This design comes from an exercise in tuning for small area on the open sky130 flow, not from production work.
The RTL was checked by simulation tests, not by an equivalence proof against the original design.

==> flow/design.v <==
`timescale 1ns / 1ps
module PongWithSound(
	input Clock, Reset, rota, rotb,
	output [2:0] red,
	output [2:0] green,
	output [1:0] blue,
	output hsync, vsync
);
	reg [11:0] c;
	reg [9:0]  y;
	wire [9:0] x = c[11:2];
	wire lineEnd = c[11] & c[10] & c[7];         
	wire yEnd    = y[9] & y[3];                  
	wire x0      = ~|x;
	wire yInc    = x0 & c[1] & ~c[0];            
	reg [11:0] cNext;
	reg [9:0]  yNext;
	always @* begin : comb1
		reg t;
		integer i;
		t = 1'b1;
		for (i = 0; i < 12; i = i + 1) begin
			cNext[i] = c[i] ^ t;
			t = t & c[i];
		end
		if (lineEnd) begin              
			cNext[11] = 1'b0;
			cNext[10] = 1'b0;
			cNext[7]  = 1'b0;
		end
		t = yInc;
		for (i = 0; i < 10; i = i + 1) begin
			yNext[i] = y[i] ^ t;
			t = t & y[i];
		end
		if (yEnd) begin                 
			yNext[9] = 1'b0;
			yNext[3] = 1'b0;
		end
	end
	always @(posedge Clock)
		if (Reset) begin
			c <= 12'd2;
			y <= 10'd0;
		end
		else begin
			c <= cNext;
			y <= yNext;
		end
	wire hsArea = x[9] & ~x[8] & x[7] & (x[6] | x[5] | (x[4] & x[3] & |x[2:0]))
	              & ~(x[6] & x[5] & x[4] & x[3] & |x[2:0]);
	assign hsync = ~hsArea;
	assign vsync = ~(y[8] & y[7] & y[6] & y[5] & ~y[4] & y[3] & ~y[2] & y[1]);
	reg qa, qb, en1, up1, en2, up2;
	reg [6:0] pad;
	always @(posedge Clock) begin
		if (Reset) begin
			qa <= 1'b0;
			qb <= 1'b0;
			en1 <= 1'b0;
			en2 <= 1'b0;
		end
		else begin
			qa <= rota;
			qb <= rotb;
			en1 <= qa ^ rota ^ qb ^ rotb;
			en2 <= en1;
		end
		up1 <= qa ^ rotb;
		up2 <= up1;
	end
	wire padUp = up2;                                    
	wire padEn = en2;
	reg [6:0] padNext;
	always @* begin : padstep
		reg t;
		integer i;
		t = padEn;
		for (i = 0; i < 7; i = i + 1) t = t & (pad[i] ^ ~padUp);
		t = padEn & ~t;
		for (i = 0; i < 7; i = i + 1) begin
			padNext[i] = pad[i] ^ t;
			t = t & (pad[i] ^ ~padUp);
		end
	end
	always @(posedge Clock)
		if (Reset) pad <= 7'd0;
		else pad <= padNext;
	reg [8:0] bx;
	reg [7:0] by;
	reg dirX, dirY, bounceX, bounceY;    
	reg [5:0] miss;      
	wire y480       = y[8] & y[7] & y[6] & y[5] & ~|y[4:0];
	wire endOfFrame = x0 & y480;
	wire ballZero   = ~|bx & ~|by;
	wire xUp = dirX;
	wire yUp = dirY;
	wire ballYdir = dirY ^ bounceY;
	wire ballGo   = endOfFrame & ~ballZero;
	wire ballLoad = endOfFrame & ballZero;
	localparam [8:0] LOADX = 9'd240;
	localparam [7:0] LOADY = 8'd150;
	reg [8:0] bxNext;
	reg [7:0] byNext;
	always @* begin : ballstep
		reg t;
		integer i;
		t = ballGo;
		for (i = 0; i < 9; i = i + 1) begin
			bxNext[i] = bx[i] ^ (t | (LOADX[i] & ballLoad));
			t = t & (bx[i] ^ ~xUp);
		end
		t = ballGo;
		for (i = 0; i < 8; i = i + 1) begin
			byNext[i] = by[i] ^ (t | (LOADY[i] & ballLoad));
			t = t & (by[i] ^ ~yUp);
		end
	end
	always @(posedge Clock)
		if (Reset) begin
			bx <= 9'd0;
			by <= 8'd0;
		end
		else begin
			bx <= bxNext;
			by <= byNext;
		end
	wire yvis    = ~y[9] & ~(y[8] & y[7] & y[6] & y[5]);     
	wire xvis    = ~(x[9] & (x[8] | x[7]));                  
	wire visible = xvis & yvis;
	wire top     = visible & ~|y[9:2];
	wire bottom  = visible & (y[9:2] == 8'd119);
	wire left    = visible & ~|x[9:2];
	wire right   = visible & (x[9:2] == 8'd159);
	wire border  = left | right | top;
	wire [8:0] nxh = ~x[9:1];
	reg [8:0] u;
	always @* begin : padcmp
		reg t;
		integer i;
		t = 1'b0;
		for (i = 0; i < 8; i = i + 1) begin
			u[i] = (i < 7 ? pad[i] : 1'b0) ^ nxh[i+1] ^ t;
			t = ((i < 7 ? pad[i] : 1'b0) & nxh[i+1]) | (((i < 7 ? pad[i] : 1'b0) ^ nxh[i+1]) & t);
		end
		u[8] = t;
	end
	wire paddleRow = (y[9:3] == 7'd55);
	wire paddle = paddleRow & ~u[8] & u[7] & u[6] & u[5] & ~(&u[4:0])
	              & ~(~|u[4:0] & (x[1] | x[0]));
	reg [9:0] vx, vy;
	always @* begin : ballcmp
		reg t;
		integer i;
		t = 1'b0;
		for (i = 0; i < 9; i = i + 1) begin
			vx[i] = bx[i] ^ nxh[i] ^ t;
			t = (bx[i] & nxh[i]) | ((bx[i] ^ nxh[i]) & t);
		end
		vx[9] = t;
		t = 1'b0;
		for (i = 0; i < 9; i = i + 1) begin
			vy[i] = (i < 8 ? by[i] : 1'b0) ^ ~y[i+1] ^ t;
			t = ((i < 8 ? by[i] : 1'b0) & ~y[i+1]) | (((i < 8 ? by[i] : 1'b0) ^ ~y[i+1]) & t);
		end
		vy[9] = t;
	end
	wire ball = ~vx[9] & (&vx[8:2]) & ~vy[9] & (&vy[8:2]);
	wire missed     = visible & |miss;
	wire background = visible & ~(border | paddle | ball);
	wire checkerboard = x[5] ^ y[5];
	assign red   = { missed | border | paddle, 2'b00 };
	assign green = { ~missed & (border | paddle | ball), 2'b00 };
	assign blue  = { ~missed & (border | ball), background & checkerboard };
	always @(posedge Clock)
		if (Reset) miss <= 6'd0;
		else if (!endOfFrame) begin
			if (ball && bottom) miss <= 6'b000001;
		end
		else if (!ballZero)
			miss <= {miss[4:0], (miss[5] ^ miss[4]) & |miss[4:0]};
	always @(posedge Clock)
		if (!endOfFrame) begin
			if (ball && (left || right) && !bounceX) begin
				bounceX <= 1'b1;
				dirX <= ~dirX;
			end
			if (ball && (top || bottom || (paddle && ballYdir)) && !bounceY) begin
				bounceY <= 1'b1;
				dirY <= ~dirY;
			end
		end
		else begin
			if (ballZero) begin
				dirX <= 1'b1;
				dirY <= 1'b1;
			end
			bounceX <= 1'b0;
			bounceY <= 1'b0;
		end
endmodule
==> flow/config.mk <==
export PLATFORM = sky130hd
export DESIGN_NAME = PongWithSound
export DESIGN_NICKNAME = PongWithSound
export VERILOG_FILES = /design/flow/design.v
export SDC_FILE = /design/flow/constraint.sdc
export NUM_CORES = 4
export LEC_CHECK = 0
export CAP_MARGIN = 20
export CORE_MARGIN = 2
export CORE_UTILIZATION = 40
export SLEW_MARGIN = 20
==> flow/constraint.sdc <==
create_clock -name core_clock -period 10.0 [get_ports {Clock}]
set_input_delay 2.0000 -clock core_clock [delete_from_list [all_inputs] [get_ports {Clock}]]
set_output_delay 2.0000 -clock core_clock [all_outputs]
set_load 0.01 [all_outputs]
standard.sh (not shown) runs the stock make flow with config.mk's settings and CLKGATE_MAP_FILE= SYNTH_SCRIPT=/design/flow/synth_recipe.tcl, a recipe that flattens the netlist after the stock synthesis.
==> flow/flow/run.sh <==
#!/bin/bash
# Layout flow: the standard ORFS flow (standard.sh) with changes that
# only affect cell area:
#  - synthesis runs the standard flow's synthesis script on a copy of ORFS's scripts in
#    which ABC restructures and maps the logic with an area-oriented script
#    (flow/abc.script: AIG rewriting, a 20 s &deepsyn search, then the amap
#    area mapper) and Yosys does not extract full/half adder cells;
#    everything before technology mapping (and so every register, its name
#    and its cell) is the same as in the standard synthesis,
#  - input/output ports are buffered with buf_1 instead of the default cell,
#  - the clock tree is built from clkbuf_2/clkbuf_4 without dummy loads.
# Each step's output goes to a log file of its own in the work folder.
set -euo pipefail
W=$PWD
rm -rf "$W/scripts_area"
cp -r "$FLOW_HOME/scripts" "$W/scripts_area"
cp "$W/flow/abc.script" "$W/scripts_area/abc_speed.script"
sed -i '/^[[:space:]]*extract_fa /d' "$W/scripts_area/synth.tcl"
export BUFFER_PORTS_ARGS="-buffer_cell sky130_fd_sc_hd__buf_1"
export CTS_ARGS="-sink_clustering_enable -repair_clock_nets -dont_use_dummy_load -buf_list {sky130_fd_sc_hd__clkbuf_2 sky130_fd_sc_hd__clkbuf_4}"
bash standard.sh SCRIPTS_DIR="$W/scripts_area" synth > synth.log 2>&1
bash standard.sh floorplan > floorplan.log 2>&1
bash standard.sh place > place.log 2>&1
bash standard.sh cts > cts.log 2>&1
bash standard.sh route > route.log 2>&1
bash standard.sh finish > finish.log 2>&1
test -f out/final.def
==> flow/flow/abc.script <==
strash
&get -n
&fraig -x
&put
scorr
dc2
&get -n
&deepsyn -T 20
&put
dch -f
amap
topo
The first run produced a clean layout.
Change:
--- a/flow/flow/run.sh
+++ b/flow/flow/run.sh
@@ -11,0 +12 @@
+#  - the constant-0 outputs share one tie cell (no tie fanout repair).
@@ -19,0 +21 @@
+export SKIP_REPAIR_TIE_FANOUT=1
Die area stays the same. Setup slack got worse by 0.019 ns. Worst hold slack barely changes. Clock skew drops by 0.0077 ns.

[separate check: timing with driven ports]
How much do the figures lean on ideal ports? The routed layouts below were timed once more, with nothing changed but the port constraints.
Step 1 (the two cells are an assumption about what drives the block):
set clk [get_ports {Clock}]
set_driving_cell -lib_cell sky130_fd_sc_hd__clkbuf_16 $clk
set_driving_cell -lib_cell sky130_fd_sc_hd__buf_2 [delete_from_list [all_inputs] $clk]
Step 2 adds t to the input delays and takes it off the output delays; t is the mean of the earliest and latest rising clock arrival at the registers after step 1. Input paths then give back, and output paths get back, about the clock's delay inside the block.
a / b / c = ideal ports / drivers / drivers and shift; a / b = the first two.
run | t, ns | slack for setup (ns) | worst setup path at the end | latest minus earliest clock arrival (ns) | worst data-port slew with drivers (ns)
the first run | 0.428 | 5.083 / 5.054 / 5.473 | register to register | 0.038 / 0.039 | 0.03
the second run | 0.423 | 5.065 / 5.040 / 5.325 | register to register | 0.033 / 0.033 | 0.03
After both steps setup and hold are still met in every run listed.
